From an optimization exercise on the open Yosys and OpenROAD flow, aimed at small area, a short achievable clock period and few clock cycles per item; shortcuts taken in it are not production practice.
Function was checked by simulation only, so behaviour that the tests miss may differ from the original.

## build 13
## matrix_mul
module matrix_mul (
    input wire clk,
    input wire rst_n,
    input wire [127:0] matrix_a,
    input wire [127:0] matrix_b,
    input wire start,
    output wire done,
    output reg [255:0] result
);
    reg [4:0] st;
    assign done = ~|st;
    always @(posedge clk or negedge rst_n) begin
        if (!rst_n)
            st <= 5'b00001;
        else
            st <= {st[3], st[2], st[1], st[0] & start, (st[0] | done) & ~start};
    end
    reg [31:0] opa;    
    reg [31:0] opb;    
    reg [31:0] na, nb;
    integer r, k;
    always @(*) begin
        na = 32'd0;
        nb = 32'd0;
        for (r = 0; r < 4; r = r + 1)
            for (k = 0; k < 4; k = k + 1) begin
                na[r*8 +: 8] = na[r*8 +: 8] | (matrix_a[(r*4 + k)*8 +: 8] & {8{st[k]}});
                nb[r*8 +: 8] = nb[r*8 +: 8] | (matrix_b[(k*4 + r)*8 +: 8] & {8{st[k]}});
            end
    end
    always @(posedge clk) begin
        opa <= na;
        opb <= nb;
    end
    wire clear = st[0];
    wire [7:0] a0 = opa[7:0];
  ...
export LEC_CHECK = 0
export CAP_MARGIN = 20
export CORE_MARGIN = 2
export CORE_UTILIZATION = 40
export SLEW_MARGIN = 20
create_clock -name core_clock -period 8.0 [get_ports {clk}]
standard.sh (not shown) runs the stock make flow with config.mk's settings and CLKGATE_MAP_FILE= SYNTH_SCRIPT=/design/flow/synth_recipe.tcl, a recipe that flattens the netlist after the stock synthesis.
==> flow/flow/run.sh <==
#!/bin/bash
# The standard layout with two changes:
#  - every input and output port gets a 1x buffer (sky130_fd_sc_hd__buf_1)
#    instead of the default delay buffer;
#  - after synthesis, flow/fa_polarity.tcl picks the polarity of each full
#    adder so that fewer inverters sit between adders (no register changes).
# make's output goes to standard.log; each ORFS step logs under orfs/logs/.
set -euo pipefail
export BUFFER_PORTS_ARGS="-buffer_cell sky130_fd_sc_hd__buf_1"
export POST_SYNTH_TCL="$PWD/flow/fa_polarity.tcl"
bash standard.sh finish > standard.log 2>&1
Other scripts of this flow, unchanged in this note and not shown: flow/flow/fa_polarity.tcl
Build 13: full flow OK, the timing, DRC and antenna checks passed
Testbench counts of build 13, summed over its fixed seeds: cycles 1,784, items 256.
diff inputs: build 13 => build 49
Settings: ABC_AREA now 1, previously not set.
==> comparison <==
Build 13 and build 49 ended up with nearly the same clock transition at the registers of the reported paths. Any difference in clock network latency to the later pin of the worst-skew pair between build 49 and build 13 is small enough to ignore. Looking at maximum single-stage delay on the critical path, build 49 sits 220 ps higher than build 13 does. Between build 13 and build 49, the flow reports final design area excluding fillers increasing by a little under 10%. Summary of the comparison: hold slack is higher in build 49, relative to build 13. Worst-path cell with the longest stage delay: dfxtp_2 -> build 49, dfxtp_1 -> build 13.
#### Input delta (build 35 over build 49)
Settings: clearing ABC_AREA, which used to be 1; putting SETUP_SLACK_MARGIN at 4.0 where nothing was set.
## What came out
Maximum frequency from static timing analysis improves in build 35 relative to build 49.
Build 35 vs build 49, startpoint of the worst setup timing path: opb[13]$_DFF_P_ vs opb[22]$_DFF_P_
Looking at highest signal layer in the routed design, the met4 result is from build 49; the met5 one comes from build 35.
On final standard cell area without fillers: between build 49 and build 35, it ends up lower for build 49.
Diff build 49 -> build 35 | final instance count without filler cells | down by more than 10%
What build 92 does differently from build 35 at the input level:
Settings: swapping 4.0 for 3.0 in SETUP_SLACK_MARGIN.
==> notes.md <==
Build 92 has worst path setup slack after routing below what build 35 had.
Worst clock skew delta (build 35 -> build 92): insignificant
In build 92 relative to build 35, global-route wire length before repair had gone down by more than 10%.
Build 92 finished every stage and its layout cleared the timing, DRC and antenna checks.
Route | build 92 vs build 35 | wire shorter in build 92


Another version of the RTL of matrix_mul (not shown whole).
clock: 8.0 ns
lec_check: 0
cap_margin: 20
core_margin: 2
core_utilization: 60
slew_margin: 20
==> flow/flow/fa_polarity.tcl <==
# Remove inverters around full-adder cells.
#
# A full adder is self-dual: FA(~a, ~b, ~c) = (~sum, ~cout). Yosys's adder
# extraction picks each adder's polarity on its own, which leaves inverters
# between adders. This chooses, for every sky130_fd_sc_hd__fa_* cell, whether
# to implement it as is or with all its inputs and outputs complemented, so
# that as few inverters as possible are needed, then rebuilds the inverters.
# Only combinational cells change; registers, ports and port nets do not.

proc fp_log {msg} { puts "fa_polarity: $msg" }

set fp_block [ord::get_db_block]
set fp_inv_master [[ord::get_db] findMaster sky130_fd_sc_hd__inv_1]

proc fp_is_inv {inst} {
  return [string match "sky130_fd_sc_hd__inv_*" [[$inst getMaster] getName]]
}
proc fp_is_fa {inst} {
  return [string match "sky130_fd_sc_hd__fa_*" [[$inst getMaster] getName]]
}
proc fp_pin {inst name} {
  foreach it [$inst getITerms] {
    if {[[$it getMTerm] getName] eq $name} { return $it }
  }
  return ""
}
proc fp_driver {net} {
  foreach it [$net getITerms] {
    if {[$it isOutputSignal]} { return $it }
  }
  return ""
}

# Inverters that are free to go: input and output nets are not port nets.
set fp_invs {}
foreach inst [$fp_block getInsts] {
  if {![fp_is_inv $inst]} { continue }
  set a [[fp_pin $inst A] getNet]
  set y [[fp_pin $inst Y] getNet]
  if {$a eq "" || $y eq ""} { continue }
  if {[llength [$a getBTerms]] || [llength [$y getBTerms]]} { continue }
  set ::fp_free([$inst getId]) 1
  lappend fp_invs $inst
}

# root and polarity of each net: follow free inverters back to their source.
proc fp_root {net} {
  set pol 0
  set n $net
  for {set i 0} {$i < 64} {incr i} {
    set d [fp_driver $n]
    if {$d eq ""} { break }
    set inst [$d getInst]
    if {![info exists ::fp_free([$inst getId])]} { break }
    set n [[fp_pin $inst A] getNet]
    set pol [expr {!$pol}]
  }
  return [list $n $pol]
}

# Loads: every input pin of a cell that is not a free inverter, and every
# output port, with the root net and polarity it needs.
# roots(net) -> list of {iterm pol fa_id}; fa_id is "" for a non-adder load.
array set fp_loads {}
array set fp_rootnet {}
set fp_nloads 0
foreach inst [$fp_block getInsts] {
  if {[info exists ::fp_free([$inst getId])]} { continue }
  set fa [expr {[fp_is_fa $inst] ? [$inst getId] : ""}]
  foreach it [$inst getITerms] {
    if {![$it isInputSignal]} { continue }
    set net [$it getNet]
    if {$net eq ""} { continue }
    lassign [fp_root $net] r pol
    set rid [$r getId]
    set fp_rootnet($rid) $r
    lappend fp_loads($rid) [list $it $pol $fa]
    incr fp_nloads
  }
}

# Adders: which roots they drive and which roots they read.
array set fp_flip {}
array set fp_drives {}
array set fp_reads {}
array set fp_drvfa {}
foreach inst [$fp_block getInsts] {
  if {![fp_is_fa $inst]} { continue }
  set id [$inst getId]
  set fp_flip($id) 0
  set fp_drives($id) {}
  set fp_reads($id) {}
  foreach p {SUM COUT} {
    set it [fp_pin $inst $p]
    set net [$it getNet]
    if {$net eq ""} { continue }
    set fp_drvfa([$net getId]) $id
    set fp_rootnet([$net getId]) $net
    lappend fp_drives($id) [$net getId]
  }
  foreach p {A B CIN} {
    set net [[fp_pin $inst $p] getNet]
    if {$net eq ""} { continue }
    lappend fp_reads($id) [[lindex [fp_root $net] 0] getId]
  }
}

proc fp_cost {rid} {
  if {![info exists ::fp_loads($rid)]} { return 0 }
  set phys 0
  if {[info exists ::fp_drvfa($rid)]} { set phys $::fp_flip($::fp_drvfa($rid)) }
  foreach l $::fp_loads($rid) {
    lassign $l it pol fa
    if {$fa ne ""} { set pol [expr {$pol ^ $::fp_flip($fa)}] }
    if {$pol != $phys} { return 1 }
  }
  return 0
}
proc fp_touch {id} {
  return [lsort -unique [concat $::fp_drives($id) $::fp_reads($id)]]
}

set fp_total 0
foreach rid [array names fp_loads] { incr fp_total [fp_cost $rid] }
fp_log "free inverters [llength $fp_invs], adders [array size fp_flip], inverted roots before $fp_total"

# Local search: flip an adder while that lowers the count.
for {set pass 0} {$pass < 20} {incr pass} {
  set gain 0
  foreach id [array names fp_flip] {
    set t [fp_touch $id]
    set before 0
    foreach r $t { incr before [fp_cost $r] }
    set fp_flip($id) [expr {!$fp_flip($id)}]
    set after 0
    foreach r $t { incr after [fp_cost $r] }
    if {$after < $before} {
      incr gain [expr {$before - $after}]
    } else {
      set fp_flip($id) [expr {!$fp_flip($id)}]
    }
  }
  fp_log "pass $pass: saved $gain"
  if {$gain == 0} { break }
}
set fp_total 0
foreach rid [array names fp_loads] { incr fp_total [fp_cost $rid] }
fp_log "inverted roots after $fp_total"

# Rebuild: drop the free inverters, connect each load to its root or to one
# new inverter of that root.
foreach inst $fp_invs {
  foreach it [$inst getITerms] { $it disconnect }
  odb::dbInst_destroy $inst
}
set fp_new 0
foreach rid [array names fp_loads] {
  set r $fp_rootnet($rid)
  set phys 0
  if {[info exists fp_drvfa($rid)]} { set phys $fp_flip($fp_drvfa($rid)) }
  set inv ""
  foreach l $fp_loads($rid) {
    lassign $l it pol fa
    if {$fa ne ""} { set pol [expr {$pol ^ $fp_flip($fa)}] }
    set old [$it getNet]
    if {$pol == $phys} {
      set want $r
    } else {
      if {$inv eq ""} {
        incr fp_new
        set inv [odb::dbNet_create $fp_block "fa_pol_n$fp_new"]
        set ii [odb::dbInst_create $fp_block $fp_inv_master "fa_pol_inv$fp_new"]
        [fp_pin $ii A] connect $r
        [fp_pin $ii Y] connect $inv
      }
      set want $inv
    }
    if {$old ne $want} {
      $it disconnect
      $it connect $want
    }
  }
}
# Nets left without pins: the inverters' old outputs.
set fp_gone 0
foreach net [$fp_block getNets] {
  if {[llength [$net getITerms]] == 0 && [llength [$net getBTerms]] == 0} {
    odb::dbNet_destroy $net
    incr fp_gone
  }
}
fp_log "removed $fp_gone empty nets"
fp_log "inverters now $fp_new"
Scripts as last shown in full above: flow/flow/run.sh
The baseline aborted during netlist read-in after synthesis.
Testbench counts at the start, summed over its fixed seeds: cycles 1,528, items 256.
Rerun with:
--- a/flow/flow/fa_polarity.tcl
+++ b/flow/flow/fa_polarity.tcl
@@ -7,4 +7,10 @@
 # that as few inverters as possible are needed, then rebuilds the inverters.
 # Only combinational cells change; registers, ports and port nets do not.
+
+# ORFS sources this from inside a proc; run it at global level instead.
+if {[info level] > 0} {
+  uplevel #0 [list source [info script]]
+  return
+}
 
 proc fp_log {msg} { puts "fa_polarity: $msg" }
Settings changed: CORE_UTILIZATION 60 to 40.
Result:
- The changed run completed with no timing, DRC or antenna violations

-- static timing again, ports no longer ideal --
In the flow no input, the clock included, has a driving cell. The finished layouts below were timed again as built, in two steps.
Step 1 (the two cells are an assumption about what drives the block):
set clk [get_ports {clk}]
set_driving_cell -lib_cell sky130_fd_sc_hd__clkbuf_16 $clk
set_driving_cell -lib_cell sky130_fd_sc_hd__buf_2 [delete_from_list [all_inputs] $clk]
Step 2 times the ports against the registers' clock, not the clock port: input delays grow and output delays shrink by t, the midpoint of the rising clock arrivals with the driver on.
Slacks: no drivers / after step 1 / after step 2; pairs: no drivers / after step 1.
| run | shift t [ns] | setup WS [ns] | pins driven straight from the clock port |
|---|---|---|---|
| build 13 | 0.689 | 2.938 / 2.938 / 2.938 | 1 |
| build 49 | 0.702 | 3.544 / 3.544 / 3.544 | 1 |
| build 35 | 0.705 | 3.648 / 3.648 / 3.648 | 1 |
| build 92 | 0.690 | 3.220 / 3.220 / 3.220 | 1 |
| the second run of note 2 | 0.662 | 1.700 / 1.700 / 1.093 | 1 |
After both steps every run listed still meets setup and hold. The setup slack of the second run of note 2, which loses most, moves by 0.000 ns with the drivers and by -0.607 ns with both steps.
